Source: an optimization exercise on an open RTL-to-GDS flow (aim: small area, a short achievable clock period and few clock cycles). Production flows keep margins and buffers that such runs may drop. Only simulation tests tie the RTL to the original design; equivalence was not proved. Power figures rest on the tool's default switching activity, not on a simulated workload.

// happy_face
module happy_face (
    input wire signed [31:0] s_x,
    input wire signed [31:0] s_y,
    input wire signed [31:0] height,
    input wire __clock,
    input wire __reset,
    input wire __start,
    input wire __ready,
    output reg __valid,
    output reg __done,
    output reg signed [31:0] __output_0,
    output reg signed [31:0] __output_1
);
Settings: LEC_CHECK=0, CAP_MARGIN=20, CORE_MARGIN=2, CORE_UTILIZATION=65, SLEW_MARGIN=20; clock period 20.0 ns.
standard.sh (not shown) runs the stock make flow with config.mk's settings and CLKGATE_MAP_FILE= SYNTH_SCRIPT=/design/flow/synth_recipe.tcl, a recipe that flattens the netlist after the stock synthesis.
==> flow/flow/run.sh <==
#!/bin/bash
# Standard layout, with plain buffers on the ports instead of delay buffers, no dummy loads in
# the clock tree, and timing repair that aims well below the clock period.
set -euo pipefail
export BUFFER_PORTS_ARGS="-buffer_cell sky130_fd_sc_hd__buf_1"
export CTS_ARGS="-sink_clustering_enable -repair_clock_nets -dont_use_dummy_load"
export SETUP_SLACK_MARGIN=14.5
bash standard.sh > standard.log 2>&1
The baseline completed with no timing, DRC or antenna violations.
Testbench counts at the start, summed over its fixed seeds: cycles 31,968.
Edit:
==> flow/flow/run.sh (replaced) <==
#!/bin/bash
# Standard layout, with plain buffers on the ports instead of delay buffers, a clock tree of
# smaller buffers without dummy loads, and timing repair that aims well below the clock period.
set -euo pipefail
export BUFFER_PORTS_ARGS="-buffer_cell sky130_fd_sc_hd__buf_1"
export CTS_ARGS="-sink_clustering_enable -repair_clock_nets -dont_use_dummy_load -buf_list {sky130_fd_sc_hd__clkbuf_4 sky130_fd_sc_hd__clkbuf_8}"
export SETUP_SLACK_MARGIN=14
bash standard.sh > standard.log 2>&1
CORE_UTILIZATION = 40   (was 65)
What happened: Worst setup slack gets worse by 400 ps. First-iteration DRC count went down by about 30%. Clock-buffer cell count does not change. Die area came out higher by 61%. Routed wire length shrinks by 2.4%.

========
main:
Starting RTL as in the previous note.
## happy_face
module happy_face (
    input wire signed [31:0] s_x,
    input wire signed [31:0] s_y,
    input wire signed [31:0] height,
    input wire __clock,
    input wire __reset,
    input wire __start,
    input wire __ready,
    output reg __valid,
    output reg __done,
    output reg signed [31:0] __output_0,
    output reg signed [31:0] __output_1
);
    localparam [2:0] IDLE = 3'd0, INIT = 3'd1, CIRC = 3'd2, EPRE = 3'd3,
                     EYE = 3'd4, ESW = 3'd5, DONE = 3'd6, NEGM = 3'd7;
    reg [2:0] ph;
    reg [7:0] k;       
    reg eye;           
    reg neg;           
    reg decr;          
    reg contf;         
    reg lastcolf;      
    reg [9:0] x;       
    reg [10:0] y;      
    reg [11:0] s;      
    reg [11:0] g;      
    reg [9:0] q;       
    reg [1:0] r3;      
    reg lastrowf;      
    reg bnegf;         
    reg qzf;           
    wire adv = __ready | ~__valid;
    wire go = ~__start & ~__reset & adv;
    wire iINIT = (ph == INIT);
    wire iCIRC = (ph == CIRC);
    wire iEPRE = (ph == EPRE);
    wire iEYE = (ph == EYE);
    wire iESW = (ph == ESW);
    wire iDONE = (ph == DONE);
    wire iNEGM = (ph == NEGM);
    wire k0 = k[0], k1 = k[1], k2 = k[2], k3 = k[3];
    wire k4 = k[4], k5 = k[5], k6 = k[6], k7 = k[7];
    reg [9:0] xinc;
    reg [10:0] ydec;
    reg [11:0] sinc;
    reg [11:0] sd;
    reg [12:0] sz;     
    integer i;
    always @* begin
        for (i = 0; i < 10; i = i + 1) xinc[i] = x[i] ^ (&(x | ~((10'd1 << i) - 10'd1)));
  ...
Settings: LEC_CHECK=0, CAP_MARGIN=20, CORE_MARGIN=2, CORE_UTILIZATION=40, SLEW_MARGIN=20; clock period 20.0 ns.
==> flow/flow/run.sh <==
#!/bin/bash
# Standard layout, with plain buffers on the ports instead of delay buffers, a clock tree of
# smaller buffers without dummy loads, and timing repair that aims well below the clock period.
set -euo pipefail
export BUFFER_PORTS_ARGS="-buffer_cell sky130_fd_sc_hd__buf_1"
export CTS_ARGS="-sink_clustering_enable -repair_clock_nets -dont_use_dummy_load -buf_list {sky130_fd_sc_hd__clkbuf_4 sky130_fd_sc_hd__clkbuf_8}"
export SETUP_SLACK_MARGIN=15
bash standard.sh > standard.log 2>&1
main reached the end of the flow, and the finished layout is clean on the timing, DRC and antenna checks.
Testbench counts of main, summed over its fixed seeds: cycles 31,968.
Setup changes, main to the feature branch
==> flow/flow/run.sh <==
#!/bin/bash
# Standard layout, with plain buffers on the ports instead of delay buffers, a clock tree of
# smaller buffers without dummy loads, and timing repair that aims well below the clock period.
set -euo pipefail
export BUFFER_PORTS_ARGS="-buffer_cell sky130_fd_sc_hd__buf_1"
export CTS_ARGS="-sink_clustering_enable -repair_clock_nets -dont_use_dummy_load -buf_list {sky130_fd_sc_hd__clkbuf_4 sky130_fd_sc_hd__clkbuf_8}"
export SETUP_SLACK_MARGIN=14.5
bash standard.sh > standard.log 2>&1
Results
- Having completed the whole flow, the feature branch delivered a layout that passed the timing, DRC and antenna checks.
- Compared to main, the feature branch reaches a lower achievable clock.
- Per the comparison of the feature branch with main, non-clock buffer count lower; total power after layout decreased by 7.0% relative to the old numbers; fraction of area in registers grew by 2.4 points; post-cts resize count down 79.

========
happy_face, a different RTL version from the one above (not shown whole).
For scale: ~1600 cells after synthesis, roughly 140 flip-flops, roughly 13000 µm² of cells after synthesis.
clock: 20.0 ns
lec_check: 0
abc_area: 1
cap_margin: 20
core_margin: 2
core_utilization: 55
gpl_routability_driven: 0
slew_margin: 20
==> flow/flow/run.sh <==
#!/bin/bash
# Standard layout, with plain buffers on the ports instead of delay buffers, a clock tree of
# smaller buffers without dummy loads, and timing repair that aims well below the clock period.
set -euo pipefail
export BUFFER_PORTS_ARGS="-buffer_cell sky130_fd_sc_hd__buf_1"
export CTS_ARGS="-sink_clustering_enable -repair_clock_nets -dont_use_dummy_load -buf_list {sky130_fd_sc_hd__clkbuf_4 sky130_fd_sc_hd__clkbuf_8}"
export SETUP_SLACK_MARGIN=14.75
bash standard.sh > standard.log 2>&1
The baseline produced a clean layout.
Testbench counts at the start, summed over its fixed seeds: cycles 31,968.
Next try:
--- a/flow/flow/run.sh
+++ b/flow/flow/run.sh
@@ -7 +7 @@
-export SETUP_SLACK_MARGIN=14.75
+export SETUP_SLACK_MARGIN=14.6
Settings changed: GPL_ROUTABILITY_DRIVEN 0 to not set.
After rerunning:
- via count came out higher by 1.2%
- global-route usage came out higher by 1.3 points
- total power came out higher by about 0.7%
- final area barely changes
Next try:
--- a/flow/flow/run.sh
+++ b/flow/flow/run.sh
@@ -7 +7 @@
-export SETUP_SLACK_MARGIN=14.6
+export SETUP_SLACK_MARGIN=14.75
Settings changed: CORE_UTILIZATION 55 to 70.
Fmax came out higher slightly.
Wire length went up by roughly a tenth.
Die area drops by about a fifth.
Non-clock buffer count rose by 7.
Hold slack gets better by 0.0054 ns.
Clock power hardly moves.
Sequential share of layout area drops by 0.37 points.

==> what the ideal ports hide <==
The flow's constraints put no driver on any port. The routed layouts listed below were extracted and timed again, unchanged, in two steps. Step 1: set_driving_cell puts a clkbuf_16 on __clock and a buf_2 on each other input, an assumption about the parent block. Step 2 also shifts input and output timing later by t, the mid clock arrival at the registers, as if the neighbouring blocks saw the same clock. Three values: ideal ports, drivers, drivers and shift; two values: the first two.
run	t, ns	setup WS [ns]	latest minus earliest clock arrival (ns)	slew at the worst register clock pin (ns)
the first run of note 1	0.467	14.506 / 14.506 / 14.118	0.026 / 0.026	0.07 / 0.07
the second run of note 1	0.510	14.106 / 14.122 / 13.612	0.051 / 0.051	0.11 / 0.11
main	0.509	14.790 / 14.790 / 14.333	0.050 / 0.050	0.11 / 0.11
the feature branch	0.514	14.544 / 14.544 / 14.062	0.046 / 0.047	0.11 / 0.11
the first run of note 3	0.495	14.841 / 14.860 / 14.370	0.025 / 0.024	0.09 / 0.09
the second run of note 3	0.494	14.726 / 14.719 / 14.225	0.039 / 0.039	0.09 / 0.09
the third run of note 3	0.509	14.750 / 14.750 / 14.285	0.028 / 0.028	0.09 / 0.09
After both steps setup and hold are still met in every run listed. For the second run of note 3, which loses most, drivers alone change the setup slack by -0.007 ns; drivers and shift together by -0.501 ns.
